This design comes from an exercise in tuning for small area and a short achievable clock period on the open sky130 flow, not from production work.
The RTL was checked by simulation tests, not by an equivalence proof against the original design.
Power figures rest on the tool's default switching activity, not on a simulated workload.

Setup of 12-25:
## single_cycle_cpu_interrupt
module single_cycle_cpu_interrupt (clock, resetn, inst, d_f_mem, pc, m_addr, d_t_mem, wmem, rmem, intr0, intr1);
export LEC_CHECK = 0
export CAP_MARGIN = 20
export CORE_MARGIN = 2
export CORE_UTILIZATION = 45
export CTS_BUF_LIST = sky130_fd_sc_hd__clkbuf_8
export SETUP_SLACK_MARGIN = 4
export SLEW_MARGIN = 20
export SYNTH_HIERARCHICAL = 1
export SYNTH_MINIMUM_KEEP_SIZE = 0
create_clock -name core_clock -period 12.5 [get_ports {clock}]
run.sh (not shown) runs the stock make flow with config.mk's settings and CLKGATE_MAP_FILE= SYNTH_SCRIPT=/design/flow/synth_recipe.tcl, a recipe that flattens the netlist after the stock synthesis.
Setup changes, 12-25 to 04-27
-- flow/design.v --
<<< 12-25, line 111
            for (i = 0; i < 32; i = i + 1) begin : N
                if (i >= (1 << l)) begin : C
                    ks_node n (.gi(gk[l][i]), .pi(pk[l][i]), .gj(gk[l][i - (1 << l)]),
                               .pj(pk[l][i - (1 << l)]), .go(gk[l+1][i]), .po(pk[l+1][i]));
                end else begin : W
                    assign gk[l+1][i] = gk[l][i];
                    assign pk[l+1][i] = pk[l][i];
                end
            end
        end
    endgenerate
    wire [31:0] sum = p ^ {gk[5][30:0], subx};
    wire        lt  = ~gk[5][31];                        
    wire [31:0] x_and = gg;
    wire [31:0] x_or  = gg | p;
>>> 04-27, line 111
            for (i = 0; i < 32; i = i + 1) begin : N
                if (i >= (1 << l)) begin : C
                    if (l % 2 == 0) begin : E
                        ks_an n (.gi(gk[l][i]), .pi(pk[l][i]), .gj(gk[l][i - (1 << l)]),
                                 .pj(pk[l][i - (1 << l)]), .go(gk[l+1][i]), .po(pk[l+1][i]));
                    end else begin : O
                        ks_oa n (.gi(gk[l][i]), .pi(pk[l][i]), .gj(gk[l][i - (1 << l)]),
                                 .pj(pk[l][i - (1 << l)]), .go(gk[l+1][i]), .po(pk[l+1][i]));
                    end
                end else begin : W
                    assign gk[l+1][i] = ~gk[l][i];
                    assign pk[l+1][i] = ~pk[l][i];
                end
            end
        end
    endgenerate
    wire [31:0] sum = p ^ {~gk[5][30:0], subx};
    wire        lt  = gk[5][31];                         
    wire [31:0] x_and = gg;
    wire [31:0] x_or  = gg | p;
<<< 12-25, line 130
    wire [4:0]  shamt = fn[2] ? a[4:0] : sa;
    wire        big   = fn[2] & (|a[31:5]);
    reg  [31:0] bx, sr, shres;
    integer k;
    always @(*) begin
        for (k = 0; k < 32; k = k + 1) bx[k] = left ? b[31-k] : b[k];
        sr = $signed({fill, bx}) >>> shamt;
        if (big) sr = {32{fill}};
        for (k = 0; k < 32; k = k + 1) shres[k] = left ? sr[31-k] : sr[k];
    end
    reg  [31:0] pc, epc;
    reg         ie;
>>> 04-27, line 135
    wire [4:0]  shamt = fn[2] ? a[4:0] : sa;
    wire        big   = fn[2] & (|a[31:5]);
    reg  [31:0] bx, sr, srr;
    integer k;
    always @(*) begin
        for (k = 0; k < 32; k = k + 1) bx[k] = left ? b[31-k] : b[k];
        sr = $signed({fill, bx}) >>> shamt;
        for (k = 0; k < 32; k = k + 1) srr[k] = sr[31-k];
    end
    wire sel_shr  = i_shf & ~left & ~big;
    wire sel_shl  = i_shf & left & ~big;
    wire sel_fill = i_shf & big & fill;
    reg  [31:0] pc, epc;
    reg         ie;
<<< 12-25, line 198
                           ({32{sel_or }} & x_or) |
                           ({32{sel_xor}} & x_xor) |
                           ({32{i_shf  }} & shres) |
                           ({32{i_lui  }} & {imm, 16'h0}) |
                           ({32{i_jal  }} & pc4) |
>>> 04-27, line 205
                           ({32{sel_or }} & x_or) |
                           ({32{sel_xor}} & x_xor) |
                           ({32{sel_shr}} & sr) |
                           ({32{sel_shl}} & srr) |
                           {32{sel_fill}} |
                           ({32{i_lui  }} & {imm, 16'h0}) |
                           ({32{i_jal  }} & pc4) |
<<< 12-25, line 219
            for (i = 0; i < 32; i = i + 1) begin : N
                if (i >= (1 << l)) begin : C
                    ks_node n (.gi(mgk[l][i]), .pi(mpk[l][i]), .gj(mgk[l][i - (1 << l)]),
                               .pj(mpk[l][i - (1 << l)]), .go(mgk[l+1][i]), .po(mpk[l+1][i]));
                end else begin : W
                    assign mgk[l+1][i] = mgk[l][i];
                    assign mpk[l+1][i] = mpk[l][i];
                end
            end
        end
    endgenerate
    assign m_addr  = mp ^ {mgk[5][30:0], 1'b0};
    assign d_t_mem = b;
    assign wmem    = i_sw;
>>> 04-27, line 228
            for (i = 0; i < 32; i = i + 1) begin : N
                if (i >= (1 << l)) begin : C
                    if (l % 2 == 0) begin : E
                        ks_an n (.gi(mgk[l][i]), .pi(mpk[l][i]), .gj(mgk[l][i - (1 << l)]),
                                 .pj(mpk[l][i - (1 << l)]), .go(mgk[l+1][i]), .po(mpk[l+1][i]));
                    end else begin : O
                        ks_oa n (.gi(mgk[l][i]), .pi(mpk[l][i]), .gj(mgk[l][i - (1 << l)]),
                                 .pj(mpk[l][i - (1 << l)]), .go(mgk[l+1][i]), .po(mpk[l+1][i]));
                    end
                end else begin : W
                    assign mgk[l+1][i] = ~mgk[l][i];
                    assign mpk[l+1][i] = ~mpk[l][i];
                end
            end
        end
    endgenerate
    assign m_addr  = mp ^ {~mgk[5][30:0], 1'b0};
    assign d_t_mem = b;
    assign wmem    = i_sw;
<<< 12-25, line 274
    assign y = ~(a | b | c);
endmodule
module ks_node (gi, pi, gj, pj, go, po);
    input gi, pi, gj, pj;
    output go, po;
    assign go = gi | (pi & gj);
    assign po = pi & pj;
endmodule
module rf_ao21 (a, b, c, y);
>>> 04-27, line 288
    assign y = ~(a | b | c);
endmodule
module ks_an (gi, pi, gj, pj, go, po);
    input gi, pi, gj, pj;
    output go, po;
    assign go = ~(gi | (pi & gj));
    assign po = ~(pi & pj);
endmodule
module ks_oa (gi, pi, gj, pj, go, po);
    input gi, pi, gj, pj;
    output go, po;
    assign go = ~(gi & (pi | gj));
    assign po = ~(pi | pj);
endmodule
module rf_ao21 (a, b, c, y);
--- outcome ---
Compared with 12-25, in 04-27 clock period minus final worst setup slack fell 0.013 ns, share of total power in sequential cells went down, global-route wire length before repair decreased 1.9%. The combinational group share of total power in 04-27 was lower than what 12-25 gave. Layout sequential cell count of 12-25 is on par with 04-27. Post-route worst hold slack | 04-27 above 12-25. Looking at first-iteration DRC count across both flows, 04-27 is the weaker of the two, with 12-25 ahead. 12-25 and 04-27 ended up with nearly the same post-route standard cell area excluding fillers. Non-clock buffer count, 04-27 vs 12-25: up by a few percent. NOTE: number of global-route vias before repair in 04-27 falls short of that of 12-25. Diff 12-25 -> 04-27: clock-buffer cell count up 11; largest driver fanout on the critical path moved up; total power of the final layout went up by about 0.7%.

[what the ideal ports hide]
The flow's constraints put no driver on any port. The routed layouts listed below were extracted and timed again, unchanged, in two steps.
Step 1 assumes that a clkbuf_16 drives the clock port and a buf_2 every other input.
Step 2 adds t to the input delays and takes it off the output delays; t is the mean of the earliest and latest rising clock arrival at the registers after step 1. Input paths then give back, and output paths get back, about the clock's delay inside the block.
Slacks: no drivers / after step 1 / after step 2; pairs: no drivers / after step 1.
| run | t, ns | setup slack, ns | worst slew at a driven data input, ns | cell pins on the clock port's net |
|---|---|---|---|---|
| 12-25 | 0.976 | 3.599 / 3.409 / 2.954 | 0.26 | 1 |
| 04-27 | 0.994 | 3.612 / 3.577 / 2.663 | 0.31 | 1 |
After both steps every run listed still meets setup and hold. The setup slack of 04-27, which loses most, moves by -0.035 ns with the drivers and by -0.949 ns with both steps.
